Context: an optimization exercise on an open-source flow, tuned for small area. The choices shown serve that exercise and are no tape-out recipe. In this exercise RTL edits were held to simulation tests only and were not proved equivalent to the original. Power figures rest on the tool's default switching activity, not on a simulated workload.

Setup of wip/indigo:
## foosball_renderer
module foosball_renderer (
	input  logic        clk,
	input  logic        resetN,
	input  logic [10:0] pixel_x,         
	input  logic [10:0] pixel_y,         
	input  logic [10:0] p1_y,            
	input  logic [10:0] p2_y,            
	input  logic        p1_lie,          
	input  logic        p2_lie,          
	input  logic [10:0] ball1_x,
	input  logic [10:0] ball1_y,
	input  logic [10:0] ball2_x,
	input  logic [10:0] ball2_y,
	input  logic        double_ball_ena,
	input  logic        goal_ena,
	input  logic        game_over_ena,
	output logic [7:0]  vga_r,
	output logic [7:0]  vga_g,
	output logic [7:0]  vga_b,
	output logic        collision1,
	output logic        doubleball1,
	output logic        goal_left1,
	output logic        goal_right1,
	output logic        x_dir1,
	output logic        y_dir1,
	output logic        collision2,
	output logic        doubleball2,
	output logic        goal_left2,
	output logic        goal_right2,
	output logic        x_dir2,
	output logic        y_dir2
);
	wire [9:0] x = pixel_x[9:0];
	wire [8:0] y = pixel_y[8:0];
	wire st_in = (x[9:7] == 3'b010) & (y[8] ^ y[7]);
	wire goal_m, go_m;
	static_rom u_static (.a({y[8], y[6:0], x[6:0]}), .goal(goal_m), .go(go_m));
	wire goal_req = st_in & goal_m & goal_ena;
	wire go_req   = st_in & go_m & game_over_ena;
  ...
clock: 20.0 ns
lec_check: 0
abc_area: 1
cap_margin: 20
core_margin: 2
core_utilization: 25
cts_buf_list: sky130_fd_sc_hd__clkbuf_2 sky130_fd_sc_hd__clkbuf_4 sky130_fd_sc_hd__clkbuf_8
cts_cluster_size: 40
place_density: 0.35
slew_margin: 20
synth_memory_max_bits: 32768
standard.sh (not shown) runs the stock make flow with config.mk's settings and CLKGATE_MAP_FILE= SYNTH_SCRIPT=/design/flow/synth_recipe.tcl, a recipe that flattens the netlist after the stock synthesis.
==> flow/flow/run.sh <==
#!/bin/bash
# Own layout flow: the standard ORFS flow (standard.sh) with two changes
# in synthesis only:
#  - ABC maps the logic with flow/area.abc (&deepsyn restructuring, then
#    area-oriented &nf mapping with mfs2 resynthesis, repeated) instead of
#    ORFS's abc_area.script;
#  - no full/half-adder extraction (ADDER_MAP_FILE empty), so adders are
#    mapped by ABC like the rest of the logic.
# Registers, their names and cell types come from the same Yosys steps as the
# standard synthesis. Everything after synthesis is the standard flow, with
# the extra ORFS make variables listed in flow/make_vars, if any.
set -euo pipefail
W=$(pwd)

# ORFS synth.tcl, with the abc call pointed at our script
sed 's#log_cmd abc {\*}\$abc_args#log_cmd abc {*}[lreplace $abc_args 1 1 '"$W"'/flow/area.abc]#' \
	"$FLOW_HOME/scripts/synth.tcl" > "$W/own_synth.tcl"
grep -q "flow/area.abc" "$W/own_synth.tcl"

# The standard flow's synthesis wrapper, sourcing that synth.tcl
sed 's#source \$::env(SCRIPTS_DIR)/synth.tcl#source '"$W"'/own_synth.tcl#' synth_recipe.tcl > "$W/own_synth_recipe.tcl"
grep -q "own_synth.tcl" "$W/own_synth_recipe.tcl"

# standard.sh with that synthesis script, no adder extraction and the extra
# make variables in flow/make_vars (one NAME=VALUE per line, @W@ standing
# for the work folder)
EXTRA="ADDER_MAP_FILE="
if [[ -f flow/make_vars ]]; then EXTRA="$EXTRA $(grep -v '^#' flow/make_vars | sed "s#@W@#$W#g" | tr '\n' ' ')"; fi
sed 's#SYNTH_SCRIPT=[^ ]*#SYNTH_SCRIPT='"$W"'/own_synth_recipe.tcl '"$EXTRA"'#' standard.sh > "$W/own_standard.sh"
grep -q "own_synth_recipe.tcl ADDER_MAP_FILE=" "$W/own_standard.sh"

# ORFS writes each step's log under orfs/logs/; make's own output goes here
bash "$W/own_standard.sh" > "$W/own_standard.log" 2>&1
==> flow/flow/area.abc <==
strash
&get -n
&deepsyn -T 300
&put
strash
&get -n
&dch -f
&nf -R 1000
&put
mfs2
strash
&get -n
&dch -f
&nf -R 1000
&put
mfs2
strash
&get -n
&dch -f
&nf -R 1000
&put
mfs2
strash
&get -n
&dch -f
&nf -R 1000
&put
mfs2
strash
&get -n
&deepsyn -T 300
&put
strash
&get -n
&dch -f
&nf -R 1000
&put
mfs2
strash
&get -n
&dch -f
&nf -R 1000
&put
mfs2
strash
&get -n
&deepsyn -T 300
&put
strash
&get -n
&dch -f
&nf -R 1000
&put
mfs2
strash
&get -n
&dch -f
&nf -R 1000
&put
mfs2
strash
&get -n
&deepsyn -T 300
&put
strash
&get -n
&dch -f
&nf -R 1000
&put
mfs2
strash
&get -n
&dch -f
&nf -R 1000
&put
mfs2
strash
&get -n
&deepsyn -T 300
&put
strash
&get -n
&dch -f
&nf -R 1000
&put
mfs2
strash
&get -n
&dch -f
&nf -R 1000
&put
mfs2
strash
&get -n
&deepsyn -T 300
&put
strash
&get -n
&dch -f
&nf -R 1000
&put
mfs2
strash
&get -n
&dch -f
&nf -R 1000
&put
mfs2
strash
&get -n
&deepsyn -T 300
&put
strash
&get -n
&dch -f
&nf -R 1000
&put
mfs2
strash
&get -n
&dch -f
&nf -R 1000
&put
mfs2
strash
&get -n
&dch -f
&nf -R 1000
&put
==> flow/flow/make_vars <==
'BUFFER_PORTS_ARGS=-buffer_cell sky130_fd_sc_hd__buf_1'
wip/indigo finished every stage and its layout cleared the timing, DRC and antenna checks.
Inputs modified between wip/indigo and wip/nickel:
Settings: an added GPL_TIMING_DRIVEN of 0; a deleted CTS_CLUSTER_SIZE that had been 40.
--- a/flow/flow/run.sh
+++ b/flow/flow/run.sh
@@ -2,12 +2,10 @@
 # Own layout flow: the standard ORFS flow (standard.sh) with two changes
 # in synthesis only:
-#  - ABC maps the logic with flow/area.abc (&deepsyn restructuring, then
-#    area-oriented &nf mapping with mfs2 resynthesis, repeated) instead of
-#    ORFS's abc_area.script;
+#  - ABC maps the logic with flow/area.abc (area-oriented &nf mapping with
+#    mfs2 resynthesis) instead of ORFS's abc_area.script;
 #  - no full/half-adder extraction (ADDER_MAP_FILE empty), so adders are
 #    mapped by ABC like the rest of the logic.
 # Registers, their names and cell types come from the same Yosys steps as the
-# standard synthesis. Everything after synthesis is the standard flow, with
-# the extra ORFS make variables listed in flow/make_vars, if any.
+# standard synthesis. Everything after synthesis is the standard flow.
 set -euo pipefail
 W=$(pwd)
@@ -23,8 +21,7 @@
 
 # standard.sh with that synthesis script, no adder extraction and the extra
-# make variables in flow/make_vars (one NAME=VALUE per line, @W@ standing
-# for the work folder)
+# make variables in flow/make_vars (one NAME=VALUE per line)
 EXTRA="ADDER_MAP_FILE="
-if [[ -f flow/make_vars ]]; then EXTRA="$EXTRA $(grep -v '^#' flow/make_vars | sed "s#@W@#$W#g" | tr '\n' ' ')"; fi
+if [[ -f flow/make_vars ]]; then EXTRA="$EXTRA $(grep -v '^#' flow/make_vars | tr '\n' ' ')"; fi
 sed 's#SYNTH_SCRIPT=[^ ]*#SYNTH_SCRIPT='"$W"'/own_synth_recipe.tcl '"$EXTRA"'#' standard.sh > "$W/own_standard.sh"
 grep -q "own_synth_recipe.tcl ADDER_MAP_FILE=" "$W/own_standard.sh"
==> flow/flow/area.abc <==
strash
&get -n
&deepsyn -T 300
&put
strash
&get -n
&dch -f
&nf -R 1000
&put
mfs2
strash
&get -n
&dch -f
&nf -R 1000
&put
mfs2
strash
&get -n
&dch -f
&nf -R 1000
&put
removed: flow/flow/make_vars
Going from wip/indigo to wip/nickel, sequential cell count closely matched the old numbers; combinational share of power closely matched the old numbers; synthesized cell count increased by 5.3% relative to the old numbers; cell count increased by about 3.5% relative to the old numbers. wip/nickel has data-path buffer share of cell area in the final layout above what wip/indigo had. The core area number comes out higher for wip/nickel vs wip/indigo. Taking wip/indigo as the reference point, the final area of wip/nickel rises by about 11%. wip/nickel reports a lower fraction of area in multi-input gates than wip/indigo does. Sort wip/indigo and wip/nickel by detailed route wirelength on metal2, ascending, and wip/indigo comes first. wip/nickel vs wip/indigo: first-pass GRT wire length up in wip/nickel.

== P ==
foosball_renderer again, from the RTL that the note above started with.
Settings: LEC_CHECK=0, ABC_AREA=1, CAP_MARGIN=20, CORE_MARGIN=2, CORE_UTILIZATION=25, CTS_BUF_LIST=sky130_fd_sc_hd__clkbuf_2 sky130_fd_sc_hd__clkbuf_4 sky130_fd_sc_hd__clkbuf_8, CTS_CLUSTER_SIZE=40, PLACE_DENSITY=0.35, SLEW_MARGIN=20, SYNTH_MEMORY_MAX_BITS=32768; clock period 20.0 ns.
==> flow/flow/run.sh <==
#!/bin/bash
# Own layout flow: the standard ORFS flow (standard.sh) with two changes
# in synthesis only:
#  - ABC maps the logic with flow/area.abc (&deepsyn restructuring, then
#    area-oriented &nf mapping with mfs2 resynthesis, repeated) instead of
#    ORFS's abc_area.script;
#  - no full/half-adder extraction (ADDER_MAP_FILE empty), so adders are
#    mapped by ABC like the rest of the logic.
# Registers, their names and cell types come from the same Yosys steps as the
# standard synthesis. Everything after synthesis is the standard flow, with
# the extra ORFS make variables listed in flow/make_vars, if any.
set -euo pipefail
W=$(pwd)

# ORFS synth.tcl, with the abc call pointed at our script
sed 's#log_cmd abc {\*}\$abc_args#log_cmd abc {*}[lreplace $abc_args 1 1 '"$W"'/flow/area.abc]#' \
	"$FLOW_HOME/scripts/synth.tcl" > "$W/own_synth.tcl"
grep -q "flow/area.abc" "$W/own_synth.tcl"

# The standard flow's synthesis wrapper, sourcing that synth.tcl
sed 's#source \$::env(SCRIPTS_DIR)/synth.tcl#source '"$W"'/own_synth.tcl#' synth_recipe.tcl > "$W/own_synth_recipe.tcl"
grep -q "own_synth.tcl" "$W/own_synth_recipe.tcl"

# standard.sh with that synthesis script, no adder extraction and the extra
# make variables in flow/make_vars (one NAME=VALUE per line, @W@ standing
# for the work folder)
EXTRA="ADDER_MAP_FILE="
if [[ -f flow/make_vars ]]; then EXTRA="$EXTRA $(grep -v '^#' flow/make_vars | sed "s#@W@#$W#g" | tr '\n' ' ')"; fi
sed 's#SYNTH_SCRIPT=[^ ]*#SYNTH_SCRIPT='"$W"'/own_synth_recipe.tcl '"$EXTRA"'#' standard.sh > "$W/own_standard.sh"
grep -q "own_synth_recipe.tcl ADDER_MAP_FILE=" "$W/own_standard.sh"

# ORFS writes each step's log under orfs/logs/; make's own output goes here
bash "$W/own_standard.sh" > "$W/own_standard.log" 2>&1
==> flow/flow/area.abc <==
strash
&get -n
&deepsyn -T 300
&put
strash
&get -n
&dch -f
&nf -R 1000
&put
mfs2
strash
&get -n
&dch -f
&nf -R 1000
&put
mfs2
strash
&get -n
&dch -f
&nf -R 1000
&put
mfs2
strash
&get -n
&dch -f
&nf -R 1000
&put
mfs2
strash
&get -n
&deepsyn -T 300
&put
strash
&get -n
&dch -f
&nf -R 1000
&put
mfs2
strash
&get -n
&dch -f
&nf -R 1000
&put
mfs2
strash
&get -n
&deepsyn -T 300
&put
strash
&get -n
&dch -f
&nf -R 1000
&put
mfs2
strash
&get -n
&dch -f
&nf -R 1000
&put
mfs2
strash
&get -n
&deepsyn -T 300
&put
strash
&get -n
&dch -f
&nf -R 1000
&put
mfs2
strash
&get -n
&dch -f
&nf -R 1000
&put
mfs2
strash
&get -n
&deepsyn -T 300
&put
strash
&get -n
&dch -f
&nf -R 1000
&put
mfs2
strash
&get -n
&dch -f
&nf -R 1000
&put
mfs2
strash
&get -n
&deepsyn -T 300
&put
strash
&get -n
&dch -f
&nf -R 1000
&put
mfs2
strash
&get -n
&dch -f
&nf -R 1000
&put
mfs2
strash
&get -n
&deepsyn -T 300
&put
strash
&get -n
&dch -f
&nf -R 1000
&put
mfs2
strash
&get -n
&dch -f
&nf -R 1000
&put
mfs2
strash
&get -n
&deepsyn -T 300
&put
strash
&get -n
&dch -f
&nf -R 1000
&put
mfs2
strash
&get -n
&dch -f
&nf -R 1000
&put
mfs2
strash
&get -n
&deepsyn -T 300
&put
strash
&get -n
&dch -f
&nf -R 1000
&put
mfs2
strash
&get -n
&dch -f
&nf -R 1000
&put
mfs2
strash
&get -n
&deepsyn -T 300
&put
strash
&get -n
&dch -f
&nf -R 1000
&put
mfs2
strash
&get -n
&dch -f
&nf -R 1000
&put
mfs2
strash
&get -n
&dch -f
&nf -R 1000
&put
Input-level comparison between Q and P:
-- flow/flow/run.sh --
<<< P, line 4
#  - ABC maps the logic with flow/area.abc (&deepsyn restructuring, then
#    area-oriented &nf mapping with mfs2 resynthesis, repeated) instead of
#    ORFS's abc_area.script;
>>> Q, line 4
#  - ABC maps the logic with flow/area.abc (area-oriented &nf mapping with
#    mfs2 resynthesis) instead of ORFS's abc_area.script;
<<< P, line 10
# standard synthesis. Everything after synthesis is the standard flow, with
# the extra ORFS make variables listed in flow/make_vars, if any.
>>> Q, line 9
# standard synthesis. Everything after synthesis is the standard flow.
<<< P, line 25
# make variables in flow/make_vars (one NAME=VALUE per line, @W@ standing
# for the work folder)
>>> Q, line 23
# make variables in flow/make_vars (one NAME=VALUE per line)
<<< P, line 28
if [[ -f flow/make_vars ]]; then EXTRA="$EXTRA $(grep -v '^#' flow/make_vars | sed "s#@W@#$W#g" | tr '\n' ' ')"; fi
>>> Q, line 25
if [[ -f flow/make_vars ]]; then EXTRA="$EXTRA $(grep -v '^#' flow/make_vars | tr '\n' ' ')"; fi
==> flow/flow/area.abc <==
strash
&get -n
&deepsyn -T 300
&put
strash
&get -n
&dch -f
&nf -R 1000
&put
mfs2
strash
&get -n
&dch -f
&nf -R 1000
&put
mfs2
strash
&get -n
&dch -f
&nf -R 1000
&put
==> flow/flow/make_vars (new file) <==
'BUFFER_PORTS_ARGS=-buffer_cell sky130_fd_sc_hd__buf_1'
Findings:
Comparing P and Q, final critical-path share of the clock period is higher on P. Q: portion of total power attributed to combinational logic 0.3 points above P. Looking at final worst slack, Q sits 470 ps above P. The launching instance or port of the critical path comes out pixel_x[2] in one run and pixel_x[5] in the other, namely in Q and P respectively. Summary — synthesized cell count, Q relative to P: higher, by about 5.6%. Changes observed in Q relative to P: switching fraction of total power shows an increase of 0.85 points; total design power shows a reduction of 0.027 mW; routed via count shows an increase of 1896; areal power density over the cells shows a reduction of about 5%.
Setup changes, Q to R
-- flow/flow/area.abc --
<<< Q, line 22
>>> R, line 22
mfs2
strash
&get -n
&dch -f
&nf -R 1000
&put
mfs2
strash
&get -n
&deepsyn -T 300
&put
strash
&get -n
&dch -f
&nf -R 1000
&put
mfs2
strash
&get -n
&dch -f
&nf -R 1000
&put
mfs2
strash
&get -n
&deepsyn -T 300
&put
strash
&get -n
&dch -f
&nf -R 1000
&put
mfs2
strash
&get -n
&dch -f
&nf -R 1000
&put
mfs2
strash
&get -n
&dch -f
&nf -R 1000
&put
removed: flow/flow/make_vars
R: all stages complete, timing, DRC and antenna checks passed
The leakage power total on R is in line with that on Q.
There was hardly any difference in non-clock buffer count between Q and R.
From Q to R the numbers moved as follows: synthesized cell count down 132, number of diodes added for antenna fixing now smaller.
Via density per instance: R vs Q up 0.62%
The higher final critical-path share of the clock period of R and Q is in Q.
Between R and Q, it is R whose die area is lower, by 4.0%.
Changes in S relative to R:
-- flow/flow/run.sh --
<<< R, line 4
#  - ABC maps the logic with flow/area.abc (area-oriented &nf mapping with
#    mfs2 resynthesis) instead of ORFS's abc_area.script;
>>> S, line 4
#  - ABC maps the logic with flow/area.abc (&deepsyn restructuring, then
#    area-oriented &nf mapping with mfs2 resynthesis, repeated) instead of
#    ORFS's abc_area.script;
<<< R, line 9
# standard synthesis. Everything after synthesis is the standard flow.
>>> S, line 10
# standard synthesis. Everything after synthesis is the standard flow, with
# the extra ORFS make variables listed in flow/make_vars, if any.
<<< R, line 23
# make variables in flow/make_vars (one NAME=VALUE per line)
>>> S, line 25
# make variables in flow/make_vars (one NAME=VALUE per line, @W@ standing
# for the work folder)
<<< R, line 25
if [[ -f flow/make_vars ]]; then EXTRA="$EXTRA $(grep -v '^#' flow/make_vars | tr '\n' ' ')"; fi
>>> S, line 28
if [[ -f flow/make_vars ]]; then EXTRA="$EXTRA $(grep -v '^#' flow/make_vars | sed "s#@W@#$W#g" | tr '\n' ' ')"; fi
-- flow/flow/area.abc --
<<< R, line 63
>>> S, line 63
&deepsyn -T 300
&put
strash
&get -n
<<< R, line 66
>>> S, line 70
mfs2
strash
&get -n
&dch -f
&nf -R 1000
&put
mfs2
strash
&get -n
&deepsyn -T 300
&put
strash
&get -n
&dch -f
&nf -R 1000
&put
mfs2
strash
&get -n
&dch -f
&nf -R 1000
&put
mfs2
strash
&get -n
&deepsyn -T 300
&put
strash
&get -n
&dch -f
&nf -R 1000
&put
mfs2
strash
&get -n
&dch -f
&nf -R 1000
&put
mfs2
strash
&get -n
&deepsyn -T 300
&put
strash
&get -n
&dch -f
&nf -R 1000
&put
mfs2
strash
&get -n
&dch -f
&nf -R 1000
&put
mfs2
strash
&get -n
&deepsyn -T 300
&put
strash
&get -n
&dch -f
&nf -R 1000
&put
mfs2
strash
&get -n
&dch -f
&nf -R 1000
&put
mfs2
strash
&get -n
&deepsyn -T 300
&put
strash
&get -n
&dch -f
&nf -R 1000
&put
mfs2
strash
&get -n
&dch -f
&nf -R 1000
&put
mfs2
strash
&get -n
&deepsyn -T 300
&put
strash
&get -n
&dch -f
&nf -R 1000
&put
mfs2
strash
&get -n
&dch -f
&nf -R 1000
&put
mfs2
strash
&get -n
&dch -f
&nf -R 1000
&put
==> flow/flow/make_vars (new file) <==
'BUFFER_PORTS_ARGS=-buffer_cell sky130_fd_sc_hd__buf_1'
==> comparison <==
Re fraction of area in registers: R was lower than S.
In S the biggest fanout along the worst timing path turned out 19% lower than in R.
On clock network fraction of design power: between S and R, it ends up lower for R.
Edits applied to the flow inputs when going from S to T:
-- flow/flow/run.sh --
<<< S, line 25
# make variables in flow/make_vars (one NAME=VALUE per line, @W@ standing
# for the work folder)
>>> T, line 25
# make variables in flow/make_vars (one NAME=VALUE per line)
<<< S, line 28
if [[ -f flow/make_vars ]]; then EXTRA="$EXTRA $(grep -v '^#' flow/make_vars | sed "s#@W@#$W#g" | tr '\n' ' ')"; fi
>>> T, line 27
if [[ -f flow/make_vars ]]; then EXTRA="$EXTRA $(grep -v '^#' flow/make_vars | tr '\n' ' ')"; fi
-- flow/flow/area.abc --
<<< S, line 95
&deepsyn -T 300
&put
strash
&get -n
>>> T, line 95
<<< S, line 102
mfs2
strash
&get -n
&dch -f
&nf -R 1000
&put
mfs2
strash
&get -n
&deepsyn -T 300
&put
strash
&get -n
&dch -f
&nf -R 1000
&put
mfs2
strash
&get -n
&dch -f
&nf -R 1000
&put
mfs2
strash
&get -n
&deepsyn -T 300
&put
strash
&get -n
&dch -f
&nf -R 1000
&put
mfs2
strash
&get -n
&dch -f
&nf -R 1000
&put
mfs2
strash
&get -n
&deepsyn -T 300
&put
strash
&get -n
&dch -f
&nf -R 1000
&put
mfs2
strash
&get -n
&dch -f
&nf -R 1000
&put
mfs2
strash
&get -n
&deepsyn -T 300
&put
strash
&get -n
&dch -f
&nf -R 1000
&put
mfs2
strash
&get -n
&dch -f
&nf -R 1000
&put
mfs2
strash
&get -n
&dch -f
&nf -R 1000
&put
>>> T, line 98
removed: flow/flow/make_vars
--- outcome ---
T closes out successfully: all stages finished, all timing, DRC and antenna checks passed. Tap cell count in T is 61 above S. Diff S -> T | HPWL after detailed placement | down by a few percent. S was smaller in final cell area than T. T against S: setup slack at placement higher, largest fanout of any net on the critical path now sits higher.

-- static timing again, ports no longer ideal --
How much do the figures lean on ideal ports? The routed layouts below were timed once more, with nothing changed but the port constraints.
Step 1 assumes that a clkbuf_16 drives the clock port and a buf_2 every other input.
Step 2 moves the port delays by t, midway between the first and last clock arrival at a register: inputs arrive t later, outputs are due t later. That takes back most of the time a late clock gives input paths.
Slacks: no drivers / after step 1 / after step 2; pairs: no drivers / after step 1.
run | t (ns) | slack for setup (ns) | worst hold slack (ns) | latest minus earliest clock arrival (ns) | worst data-port slew with drivers (ns)
wip/indigo | 0.302 | 4.906 / 4.911 / 4.609 | 0.440 / 0.440 / 0.440 | 0.006 / 0.007 | 0.10
wip/nickel | 0.309 | 1.568 / 1.558 / 1.249 | 0.423 / 0.423 / 0.423 | 0.010 / 0.010 | 0.11
P | 0.306 | 4.601 / 4.610 / 4.304 | 0.426 / 0.426 / 0.426 | 0.004 / 0.005 | 0.07
Q | 0.308 | 5.067 / 5.076 / 4.768 | 0.429 / 0.429 / 0.429 | 0.002 / 0.002 | 0.10
R | 0.315 | 5.911 / 5.922 / 5.607 | 0.462 / 0.462 / 0.462 | 0.007 / 0.008 | 0.09
S | 0.306 | 4.788 / 4.795 / 4.489 | 0.427 / 0.427 / 0.427 | 0.005 / 0.005 | 0.07
T | 0.310 | 5.525 / 5.536 / 5.226 | 0.452 / 0.452 / 0.452 | 0.008 / 0.008 | 0.07
After both steps every run listed still meets setup and hold. The setup slack of wip/nickel, which loses most, moves by -0.010 ns with the drivers and by -0.319 ns with both steps.
